From an optimization exercise on the open Yosys and OpenROAD flow, aimed at small area, a short achievable clock period and few clock cycles; shortcuts taken in it are not production practice.
RTL that was checked went through simulation tests only; none was proved equivalent to the original.

== build 56 ==
Design vendingMachine, start of the top module:
module vendingMachine(
   clk,
   reset,
   coinInA,
   coinInB,
   coinInC,
   coinInD,
   itemTypeIn,
   itemNumberIn,
   forceIn,
   coinOutA,
   coinOutB,
   coinOutC,
   coinOutD,
   itemTypeOut,
   itemNumberOut,
   serviceTypeOut
);
Size: ~1600 cells after synthesis, ~45 flip-flops, about 63 I/O pins.
==> flow/config.mk <==
export PLATFORM = sky130hd
export DESIGN_NAME = vendingMachine
export DESIGN_NICKNAME = vendingMachine
export VERILOG_FILES = /design/flow/design.v
export SDC_FILE = /design/flow/constraint.sdc
export NUM_CORES = 4
export LEC_CHECK = 0
export ABC_AREA = 1
export CAP_MARGIN = 20
export CORE_MARGIN = 2
export CORE_UTILIZATION = 40
export SLEW_MARGIN = 20
==> flow/constraint.sdc <==
create_clock -name core_clock -period 6.0 [get_ports {clk}]
set_input_delay 1.2000 -clock core_clock [delete_from_list [all_inputs] [get_ports {clk}]]
set_output_delay 1.2000 -clock core_clock [all_outputs]
set_load 0.01 [all_outputs]
standard.sh (not shown) runs the stock make flow with config.mk's settings and CLKGATE_MAP_FILE= SYNTH_SCRIPT=/design/flow/synth_recipe.tcl, a recipe that flattens the netlist after the stock synthesis.
==> flow/flow/run.sh <==
#!/bin/bash
# The standard layout, with these changes:
# - synthesis leaves adders to ABC as plain gates instead of mapping them
#   to the full/half-adder cells;
# - each port gets a buf_2 as its buffer.
set -euo pipefail
here=$(pwd)
mkdir -p scripts
for f in "$FLOW_HOME"/scripts/*; do ln -sf "$f" scripts/; done
rm -f scripts/abc_area.script
cp flow/abc_area.script scripts/abc_area.script
bash standard.sh ADDER_MAP_FILE= SCRIPTS_DIR="$here/scripts" "BUFFER_PORTS_ARGS=-buffer_cell sky130_fd_sc_hd__buf_2" finish > flow_make.log 2>&1
==> flow/flow/abc_area.script <==
strash
&get -n
&deepsyn -J 5 -S 1
&put
balance
balance -l
resub -K 6 -l
rewrite -l
resub -K 6 -N 2 -l
refactor -l
resub -K 8 -l
balance -l
resub -K 8 -N 2 -l
rewrite -l
resub -K 10 -l
rewrite -z -l
resub -K 10 -N 2 -l
balance -l
resub -K 12 -l
refactor -z -l
resub -K 12 -N 2 -l
rewrite -z -l
balance -l
dch
map -B 0.9
topo
stime -c
buffer -c
upsize -c
dnsize -c
Testbench counts of build 56, summed over its fixed seeds: cycles 15,992.
Input changes introduced in build 76 (baseline for comparison: build 56):
-- flow/design.v --
<<< build 56, line 34
output [1:0]   serviceTypeOut;
reg            busy;              
reg            first;             
reg    [5:0]   countA, countB, countC, countD;   
reg    [9:0]   s5;                
>>> build 76, line 34
output [1:0]   serviceTypeOut;
reg            busy;              
reg    [5:0]   countA, countB, countC, countD;   
reg    [9:0]   s5;                
<<< build 56, line 70
wire [9:0]  v5   = {coinInA, 3'b0} + {3'b0, coinInA, 1'b0} + {3'b0, coinInB, 1'b0}
                 + {4'b0, coinInC} + {6'b0, dq};
wire [10:0] ev   = {1'b0, busy ? s5 : v5} + (busy ? {6'b0, cost5(typ)} : ~{3'b0, kn})
                 + {10'b0, ~busy};
wire        enough = ~ev[10];
>>> build 76, line 69
wire [9:0]  v5   = {coinInA, 3'b0} + {3'b0, coinInA, 1'b0} + {3'b0, coinInB, 1'b0}
                 + {4'b0, coinInC} + {6'b0, dq};
wire [7:0]  knr;                  
assign knr[0] = (~typ[1] & num[0]) | (~typ[0] & num[0]);
assign knr[1] = (~typ[0] & ~num[1] & num[0]) | (~typ[1] & typ[0] & num[1]) | (~typ[0] & num[1] & ~num[0]);
assign knr[2] = (~typ[0] & ~num[2] & num[1] & ~num[0]) | (~typ[1] & ~typ[0] & num[2] & num[0]) | (typ[0] & ~num[2] & num[0]) | (~typ[1] & typ[0] & num[2] & ~num[0]) | (typ[1] & ~num[2] & num[0]) | (~typ[0] & num[2] & ~num[1] & ~num[0]) | (typ[1] & typ[0] & num[0]);
assign knr[3] = (~num[2] & num[1] & num[0]) | (~typ[0] & num[2] & ~num[1]) | (~typ[1] & num[2] & ~num[1] & num[0]) | (typ[0] & num[1] & ~num[0]) | (typ[1] & ~typ[0] & num[0]) | (typ[1] & num[1]);
assign knr[4] = (~typ[1] & ~typ[0] & num[2] & num[1]) | (~typ[1] & typ[0] & num[2] & ~num[1]) | (typ[1] & ~typ[0] & num[1] & ~num[0]) | (typ[1] & num[2] & ~num[0]) | (typ[1] & typ[0] & ~num[2] & num[0]) | (num[2] & num[1] & ~num[0]);
assign knr[5] = (~typ[1] & typ[0] & num[2] & num[1] & num[0]) | (typ[1] & ~typ[0] & num[2] & ~num[1] & ~num[0]) | (typ[1] & ~typ[0] & num[1] & num[0]) | (typ[1] & typ[0] & num[2] & ~num[1] & num[0]) | (typ[1] & typ[0] & num[1] & ~num[0]) | (typ[1] & ~num[2] & num[1] & num[0]);
assign knr[6] = (typ[1] & ~typ[0] & num[2] & num[0]) | (typ[1] & typ[0] & num[2] & ~num[1]) | (typ[1] & num[2] & num[1] & ~num[0]);
assign knr[7] = (typ[1] & typ[0] & num[2] & num[1] & num[0]);
wire [10:0] ev   = {1'b0, busy ? s5 : v5} + (busy ? {3'b0, frc ? {3'b0, cost5(typ)} : knr} : ~{3'b0, kn})
                 + {10'b0, ~busy};
wire        enough = ~ev[10];
<<< build 56, line 141
wire        exC  = exB ? (exA ? cA_ : cN) : c0;
wire        okq  = exB ? (exA ? qA & ~rbig : qN) : ~(c0 & (dq5 == 4'd0));
wire        ok   = rok & okq & (first | frc | (num == 3'd0));
wire [7:0]  e2   = rr - {1'b0, countB, 1'b0};                 
wire [3:0]  qlo  = rr[3:0] - u0[3:0];                         
>>> build 76, line 149
wire        exC  = exB ? (exA ? cA_ : cN) : c0;
wire        okq  = exB ? (exA ? qA & ~rbig : qN) : ~(c0 & (dq5 == 4'd0));
wire        ok   = rok & okq;
wire [7:0]  e2   = rr - {1'b0, countB, 1'b0};                 
wire [3:0]  qlo  = rr[3:0] - u0[3:0];                         
<<< build 56, line 172
      if (itemNumberIn != 3'd0) begin
         busy   <= 1'b1;
         first  <= 1'b1;
         countA <= nA;
         countB <= nB;
>>> build 76, line 180
      if (itemNumberIn != 3'd0) begin
         busy   <= 1'b1;
         countA <= nA;
         countB <= nB;
<<< build 56, line 192
   end
   else begin
      first  <= 1'b0;
      num    <= num - 3'd1;
      s5     <= ev[9:0];
   end
>>> build 76, line 199
   end
   else begin
      num    <= frc ? num - 3'd1 : 3'd0;
      s5     <= ev[9:0];
   end
Notes after the runs:
Compared build 76 vs build 56, and non-clock buffer count is up in build 76.
Delta (build 76 minus build 56): maximum frequency decreased by 5.5% relative to the old numbers; horizontal die dimension increased by 1.1% relative to the old numbers.
Cmp build 56 and build 76 / instance count on the critical path / higher: build 76
A endpoint of the most critical setup path of coinOutA[5] is what build 76 shows, while coinOutC[5] belongs to build 56.
Build 76 vs build 56: synthesized cell count up by a few percent
Lower simple-gate share of the synthesized area was reported by build 76, not build 56.
Going from build 56 to build 76, hold slack shrinks by 60 ps.
Diff build 56 -> build 76: wire length of the first global-routing pass rose 1900 um; least setup slack across all paths after layout fell 320 ps; via count rose 759; post-synthesis average cell area fell 0.065 sq um.
Cmp build 56 and build 76 / sequential cell area fraction in the yosys report / lower: build 76
For build 76, only the layout was checked, not whether the RTL still works.

re-timing with driven ports:
No port has a modelled driver above. Below, the same layouts with a new extraction and two added sets of constraints. Step 1: set_driving_cell puts a clkbuf_16 on clk and a buf_2 on each other input, an assumption about the parent block. Step 2, shift: input delay + t, output delay - t, t = (earliest + latest rising clock arrival at the registers) / 2. This alone moves slack from input paths to output paths. Three values: ideal ports, drivers, drivers and shift; two values: the first two.
run | t, ns | setup WS [ns] | worst register clock-pin slew, ns | worst data-port slew with drivers (ns) | cell pins on the clock port's net
build 56 | 0.335 | 0.416 / 0.376 / 0.345 | 0.08 / 0.08 | 0.09 | 1
build 76 | 0.335 | 0.093 / 0.055 / 0.228 | 0.07 / 0.07 | 0.05 | 1
After both steps setup and hold are still met in every run listed. For build 56, which loses most, drivers alone change the setup slack by -0.040 ns; drivers and shift together by -0.071 ns.
